Source: an optimization exercise on an open RTL-to-GDS flow (aim: small area, a short achievable clock period and few clock cycles). Production flows keep margins and buffers that such runs may drop.
In this exercise RTL edits were held to simulation tests only and were not proved equivalent to the original.
Power is estimated from default activity; no workload was simulated.

[flow/run.sh]
#!/bin/bash
# synth_recipe.tcl (not shown) runs the flow's synth.tcl, then flattens the netlist and writes it again
# the make line also repeats each setting of config.mk as NAME=value (left out here)
make -C /OpenROAD-flow-scripts/flow DESIGN_CONFIG=/design/flow/config.mk WORK_HOME=/design/flow/orfs CLKGATE_MAP_FILE= SYNTH_SCRIPT=/design/flow/synth_recipe.tcl finish
[flow/config.mk]
export PLATFORM = sky130hd
export DESIGN_NAME = VSCPU
export DESIGN_NICKNAME = VSCPU
export VERILOG_FILES = /design/flow/design.v
export SDC_FILE = /design/flow/constraint.sdc
export NUM_CORES = 4
export LEC_CHECK = 0
export CAP_MARGIN = 20
export CORE_MARGIN = 2
export CORE_UTILIZATION = 40
export SETUP_SLACK_MARGIN = 0.3
export SLEW_MARGIN = 20
[flow/constraint.sdc]
create_clock -name core_clock -period 14.0 [get_ports {clk}]
set_input_delay 2.8000 -clock core_clock [delete_from_list [all_inputs] [get_ports {clk}]]
set_output_delay 2.8000 -clock core_clock [all_outputs]
set_load 0.01 [all_outputs]
[flow/design.v]
module VSCPU (clk, rst, data_fromRAM, wrEn, addr_toRAM, data_toRAM);
input clk, rst;
input [31:0] data_fromRAM;
output reg wrEn;
output reg [13:0] addr_toRAM;
output reg [31:0] data_toRAM;
reg [2:0] st, stN;
reg [13:0] PC, PCN;
reg [31:0] IW, IWN;
reg [31:0] R1, R1N;
parameter OP_ADD_SUB = 3'b000;  
parameter OP_NAND    = 3'b001;
parameter OP_SRL     = 3'b010;
parameter OP_LT      = 3'b011;
parameter OP_CP      = 3'b100;
parameter OP_MUL     = 3'b101;
parameter OP_BZJ     = 3'b110;
parameter OP_CPI     = 3'b111;
always @(posedge clk) begin
    st <= stN;
    PC <= PCN;
    IW <= IWN;
    R1 <= R1N;
end
always @ * begin
    stN = st;
    PCN = PC;
    IWN = IW;
    R1N = R1;
    wrEn = 1'b0;
    addr_toRAM = 14'h0;
    data_toRAM = 32'h0;
    if (rst) begin
        stN = 3'd0;
        PCN = 14'd0;
    end
    else begin
        case (st)
            3'd0: begin
                addr_toRAM = PC;
                stN = 3'd1;
            end
            3'd1: begin
                IWN = data_fromRAM;  
                case (data_fromRAM[31:29])
                    OP_ADD_SUB, OP_NAND, OP_SRL, OP_LT, OP_MUL, OP_CP, OP_CPI: begin
                        if (data_fromRAM[28] == 1'b0) begin
                            addr_toRAM = data_fromRAM[13:0];  
                            stN = 3'd2;
                        end
                        else begin
                            if (data_fromRAM[31:29] == OP_CP) begin
                                stN = 3'd2;
                            end else begin
                                addr_toRAM = data_fromRAM[27:14];  
                                stN = 3'd2;
                            end
                        end
                    end
                    OP_BZJ: begin
                         addr_toRAM = data_fromRAM[13:0];  
                         stN = 3'd2;
                    end
                endcase
            end
            3'd2: begin
                case (IW[31:29])
                    OP_ADD_SUB: begin
                        if (IW[13] == 1'b1) begin 
                            if (IW[28] == 1'b0) begin  
                                R1N = data_fromRAM;  
                                addr_toRAM = IW[27:14];  
                                stN = 3'd3;
                            end else begin  
                                wrEn = 1;
                                addr_toRAM = IW[27:14];
                                data_toRAM = data_fromRAM - (~IW[13:0]);
                                PCN = PC + 1;
                                stN = 3'd0;
                            end
                        end 
                        else begin 
                            if (IW[28] == 1'b0) begin  
                                R1N = data_fromRAM;  
                                addr_toRAM = IW[27:14];  
                                stN = 3'd3;
                            end else begin  
                                wrEn = 1;
                                addr_toRAM = IW[27:14];
                                data_toRAM = data_fromRAM + IW[13:0]; 
                                PCN = PC + 1;
                                stN = 3'd0;
                            end
                        end
                    end
                    OP_NAND: begin
                         if (IW[28] == 0) begin  
                             R1N = data_fromRAM;
                             addr_toRAM = IW[27:14];
                             stN = 3'd3;
                         end else begin  
                             wrEn = 1;
                             addr_toRAM = IW[27:14];
                             data_toRAM = ~(data_fromRAM & {18'b0, IW[13:0]});
                             PCN = PC + 1;
                             stN = 3'd0;
                         end
                    end
                    OP_SRL: begin
                         if (IW[28] == 0) begin  
                             R1N = data_fromRAM;
                             addr_toRAM = IW[27:14];
                             stN = 3'd3;
                         end else begin  
                             wrEn = 1;
                             addr_toRAM = IW[27:14];
                             data_toRAM = data_fromRAM >> IW[13:0];
                             PCN = PC + 1;
                             stN = 3'd0;
                         end
                    end
                    OP_LT: begin
                         if (IW[28] == 0) begin  
                             R1N = data_fromRAM;
                             addr_toRAM = IW[27:14];
                             stN = 3'd3;
                         end else begin  
                             wrEn = 1;
                             addr_toRAM = IW[27:14];
                             data_toRAM = (data_fromRAM < IW[13:0]) ? 1 : 0;
                             PCN = PC + 1;
                             stN = 3'd0;
                         end
                    end
                    OP_MUL: begin
                         if (IW[28] == 0) begin  
                             R1N = data_fromRAM;
                             addr_toRAM = IW[27:14];
                             stN = 3'd3;
                         end else begin  
                             wrEn = 1;
                             addr_toRAM = IW[27:14];
                             data_toRAM = data_fromRAM * IW[13:0];
                             PCN = PC + 1;
                             stN = 3'd0;
                         end
                    end
                    OP_CP: begin
                         if (IW[28] == 0) begin  
                             wrEn = 1;
                             addr_toRAM = IW[27:14];
                             data_toRAM = data_fromRAM; 
                             PCN = PC + 1;
                             stN = 3'd0;
                         end else begin  
                             wrEn = 1;
                             addr_toRAM = IW[27:14];
                             data_toRAM = IW[13:0];
                             PCN = PC + 1;
                             stN = 3'd0;
                         end
                    end
                    OP_CPI: begin
                         if (IW[28] == 0) begin  
                             R1N = data_fromRAM;  
                             addr_toRAM = IW[27:14];  
                             stN = 3'd3;
                         end else begin  
                             wrEn = 1;
                             addr_toRAM = data_fromRAM[13:0];  
                             data_toRAM = IW[13:0];
                             PCN = PC + 1;
                             stN = 3'd0;
                         end
                    end
                    OP_BZJ: begin
                        if (data_fromRAM == 0) begin
                            if (IW[28] == 0) PCN = IW[27:14];  
                            else PCN = PC + IW[13:0];        
                        end else begin
                            PCN = PC + 1;
                        end
                        stN = 3'd0;
                    end
                endcase
            end
            3'd3: begin
                wrEn = 1;
                if (IW[31:29] == OP_CPI) begin
                     addr_toRAM = data_fromRAM[13:0];
                     data_toRAM = R1;  
                end
                else begin
                     addr_toRAM = IW[27:14];  
                     case (IW[31:29])
                         OP_ADD_SUB: begin
                             if (IW[13]) data_toRAM = data_fromRAM - (~R1);  
                             else        data_toRAM = data_fromRAM + R1;  
                         end
                         OP_NAND: data_toRAM = ~(data_fromRAM & R1);
                         OP_SRL:  data_toRAM = data_fromRAM >> R1;
                         OP_LT:   data_toRAM = (data_fromRAM < R1) ? 1 : 0;
                         OP_MUL:  data_toRAM = data_fromRAM * R1;
                     endcase
                end
                PCN = PC + 1;
                stN = 3'd0;
            end
        endcase
    end
end
endmodule
==> results.txt <==
mapped cell area around 40000 um^2; Ports 81; crit-path max cell delay between 500 and 600 ps; H-tree Lvls 3; share of the yosys chip area belonging to registers roughly 5.6%; initial antenna violation count 18; M1 WL ~72000 um; data required time at the worst endpoint ~11000 ps; top_reg_cell synth edfxtp_1; Power Dens Cells 271.7 nW/um^2; Worst-Skew Late Latency about 410 ps; Core Rows about 120; dpl hpwl around 140000 um; Worst R2R Start IW[28]$_DFFE_PP_; path depth of the worst reg2reg path 9; critical path capture point type primary output; Slew Limit Fails 0; largest net degree at the start of global routing about 60; Gate power share 95.3%; Via density slightly above 6; Buf+Inv Stages, Crit Path 7; final hold viol count 0; global-route wire length before repair 262600 um; minimum clock period ~14000 ps; Syn Nets approximately 6000; highest metal used met5; cell count after synthesis between 4000 and 5000; Crit path max-delay family adder cells; met3 routed WL approximately 15000 um; hold depth 2; Crit path top cell by count fa_1; core outline area 100000 um^2; status timing/DRC/antenna clean; drt pass-1 iters 6; final wirelength about 180000 um; Least-Margin Pin Slew 1102 ps; Initial Util between 40 and 50%; Pwr Total around 12 mW; Cell Area, Placed ~43000 um^2; CTS tree built; design area ~43000 um^2; Worst path slowest cell clkdlybuf4s50_1; Die ar. between 100000 and 150000 um^2; DRC violations left 0; All-Layer GR Usage a little over a third; gpl congestion 1.031; CTS max path bufs 2; NumNets Final 5911; Layout area overhead 7.184%; Hold Path Sink PC[4]$_SDFFE_PP0P_; Cell variety after synth 85; Reg power frac about 2.4%; Seq cells post-synth 80; root buf cell clkbuf_16; TritonCTS buffer count 9; Mean Syn Cell Area 8.163 um^2; Arr. time, crit path approximately 11000 ps; Critical R2R Capture PC[13]$_SDFFE_PP0P_; DR iter-0 viols 4185; asr flop ratio synth 0%; sw frac around 60%; via count about 37000; average wire per standard cell around 29 um; antenna-violating nets left 0; Setup TNS 0 ps; die width approximately 320 um; total gr overflow 0; CP Max Fanout 17; Die H approximately 320 um; number of global-route vias before repair 38330; RSZ-0062 raised after global routing yes; Period Utilization, post-route a little over nine tenths; Clk pin slew, worst setup/hold paths ~70 ps; CP Class input port to primary output; Pleak between 15 and 20 nW; CTS sink count 80; Int Power ~4.6 mW; Slew headroom about a quarter; hold buffer count at CTS 0; clock skew approximately 18 ps; WL met2 80820 um; PortBufs 80; max-cap violations 0; clock network fraction of total power 2.4%; worst min path class flip-flop to flip-flop; maximum clock rate between 0.07 and 0.08 GHz; worst hold start PC[4]$_SDFFE_PP0P_; Peak VDD IR between 1000 and 1500 uV; Setup violations, final 0; Reg2Reg Setup Slack between 9000 and 10000 ps; Net Sw Power 7.093 mW; fraction of layout instances using a drive strength above 1 between 5 and 6%; synth warn 1; Startpoint Class input port; EDFF count, synth 64
layer usage:
| metal | vias up | track usage, % |
|---|---|---|
| li1 | 15840 | - |
| met3 | 460 | 4.993 |
| met2 | 2144 | 55.06 |
| met5 | - | 0 |
| met4 | 8 | 19.21 |
| met1 | 18980 | 46.15 |
what timing repair did:
action	CTS	global route
resized for setup	1	15
pin swaps	0	0
buffers inserted	0	0
setup endpoints to repair	1	10
hold endpoints to repair	0	0
worst register-to-register path, stage by stage (launching register included):
cell      delay, ps
edfxtp_1        950
buf_4           710
inv_1           560
o21ai_0         540
o21a_1          600
nand2_1         200
nor3_1          220
nor3_1           60
o21ai_0         100
a31oi_1          60
layout by cell type (no fill, tap or decap), drive strengths merged, types with 25 or more instances in the layout:
cell,netlist,routed
or3,26,26
and3,25,25
ha,319,319
o21a,30,30
nor2,295,295
nor2b,28,28
edfxtp,64,64
o22ai,50,50
a31oi,35,35
nand3,59,59
buf,57,193
a22oi,26,26
mux4,29,29
a21oi,266,266
a211oi,64,64
nand2b,33,33
fa,684,684
xnor2,163,163
a21o,38,38
nor3,65,65
o21ai,186,186
xor2,50,50
and2,357,357
mux2i,47,47
nand2,635,635
clkdlybuf4s50,0,55
inv,736,740
cells in the mapped netlist, types with 33 or more instances:
| master | count | area [um^2] |
|---|---|---|
| xor2_1 | 50 | 437.9 |
| a21oi_1 | 264 | 1321 |
| buf_1 | 39 | 146.4 |
| and2_1 | 357 | 2233 |
| nor3_1 | 65 | 325.3 |
| nand2_1 | 635 | 2384 |
| a31oi_1 | 35 | 219.0 |
| mux2i_1 | 47 | 470.5 |
| nor2_1 | 293 | 1100 |
| a211oi_1 | 63 | 473.0 |
| o21ai_0 | 181 | 905.9 |
| inv_1 | 733 | 2751 |
| nand2b_1 | 33 | 206.5 |
| clkbuf_1 | 272 | 1021 |
| xnor2_1 | 163 | 1428 |
| fa_1 | 684 | 13690 |
| a21o_1 | 38 | 285.3 |
| ha_1 | 319 | 3991 |
| nand3_1 | 59 | 295.3 |
| o22ai_1 | 50 | 312.8 |
| edfxtp_1 | 64 | 1922 |
cell families after synthesis:
| family | after synthesis | synth area share (%) |
|---|---|---|
| AOI/OAI and AO/OA | 893 | 14.12 |
| adders and majority gates | 1003 | 43.88 |
| xor gates and xnor gates | 213 | 4.629 |
| DFF | 80 | 5.564 |
| muxes | 81 | 2.928 |
| and+or+nand+nor | 1596 | 18.82 |
| buffers and inverters | 1071 | 10.06 |
layout make-up:
class / instances / area (um^2)
Antenna cell: 11 / 27.53
Timing Repair Buffer: 255 / 2136
Tap cell: 1298 / 1624
Inverter: 742 / 2789
Clock inverter: 7 / 76.32
Multi-Input combinational cell: 3786 / 34070
Fill cell: 10140 / 56810
Clock buffer: 9 / 225.2
Sequential cell: 80 / 2242
power groups by stage:
stage,clock (mW),sequential [mW],combinational (mW)
after global routing,0.286,0.277,11.9
after CTS,0.278,0.276,10.7
after floorplan,0,0.273,6.79
after detailed placement,0,0.281,10.6
final,0.280,0.276,11.2
after global placement,0,0.281,10.5
per-stage QoR:
stage | hold WS (ps) | setup WS [ps] | utilization [%] | std cells
2_1_floorplan | 503.4 | 1736 | - | 4937
3_3_place_gp | 543.9 | 79.78 | 42.79 | 6161
3_5_place_dp | 559.2 | 106.5 | 42.79 | 6161
4_1_cts | 570.3 | 321.3 | 43.10 | 6177
5_1_grt | 609.5 | 228.3 | 43.19 | 6187
6_report | 578.2 | 382.0 | 43.19 | 6188
how the worst max path moves through the flow:
stage / start / end / slack, ps / cells after the start
floorplan: data_fromRAM[18] / data_toRAM[27] / 1740 / 24
global placement: data_fromRAM[12] / data_toRAM[27] / 80 / 26
detailed placement: data_fromRAM[14] / data_toRAM[27] / 110 / 26
CTS: data_fromRAM[14] / data_toRAM[27] / 320 / 26
global route: data_fromRAM[16] / data_toRAM[27] / 230 / 27
finish: data_fromRAM[0] / data_toRAM[21] / 380 / 26
state kept, by name, summed over array words and instances (netlist names):
register,flops
R1,32
IW,32
st,2
PC,14
Testbench counts, summed over its fixed seeds: cycles 197,851.

what the ideal ports hide:
The results above use ideal ports. As a check the final layout listed here was re-extracted and re-timed, cells and wires unchanged. Step 1 (the two cells are an assumption about what drives the block):
set clk [get_ports {clk}]
set_driving_cell -lib_cell sky130_fd_sc_hd__clkbuf_16 $clk
set_driving_cell -lib_cell sky130_fd_sc_hd__buf_2 [delete_from_list [all_inputs] $clk]
Step 2 times the ports against the registers' clock, not the clock port: input delays grow and output delays shrink by t, the midpoint of the rising clock arrivals with the driver on. a / b / c = ideal / step 1 / step 2; a / b = the first two.
shift t [ns]: 0.464
setup WS [ns]: 0.382 / 0.258 / 0.258
cell pins on the clock port's net: 1
After both steps setup and hold are still met in this run. The setup slack of this run moves by -0.124 ns with the drivers and by -0.124 ns with both steps.
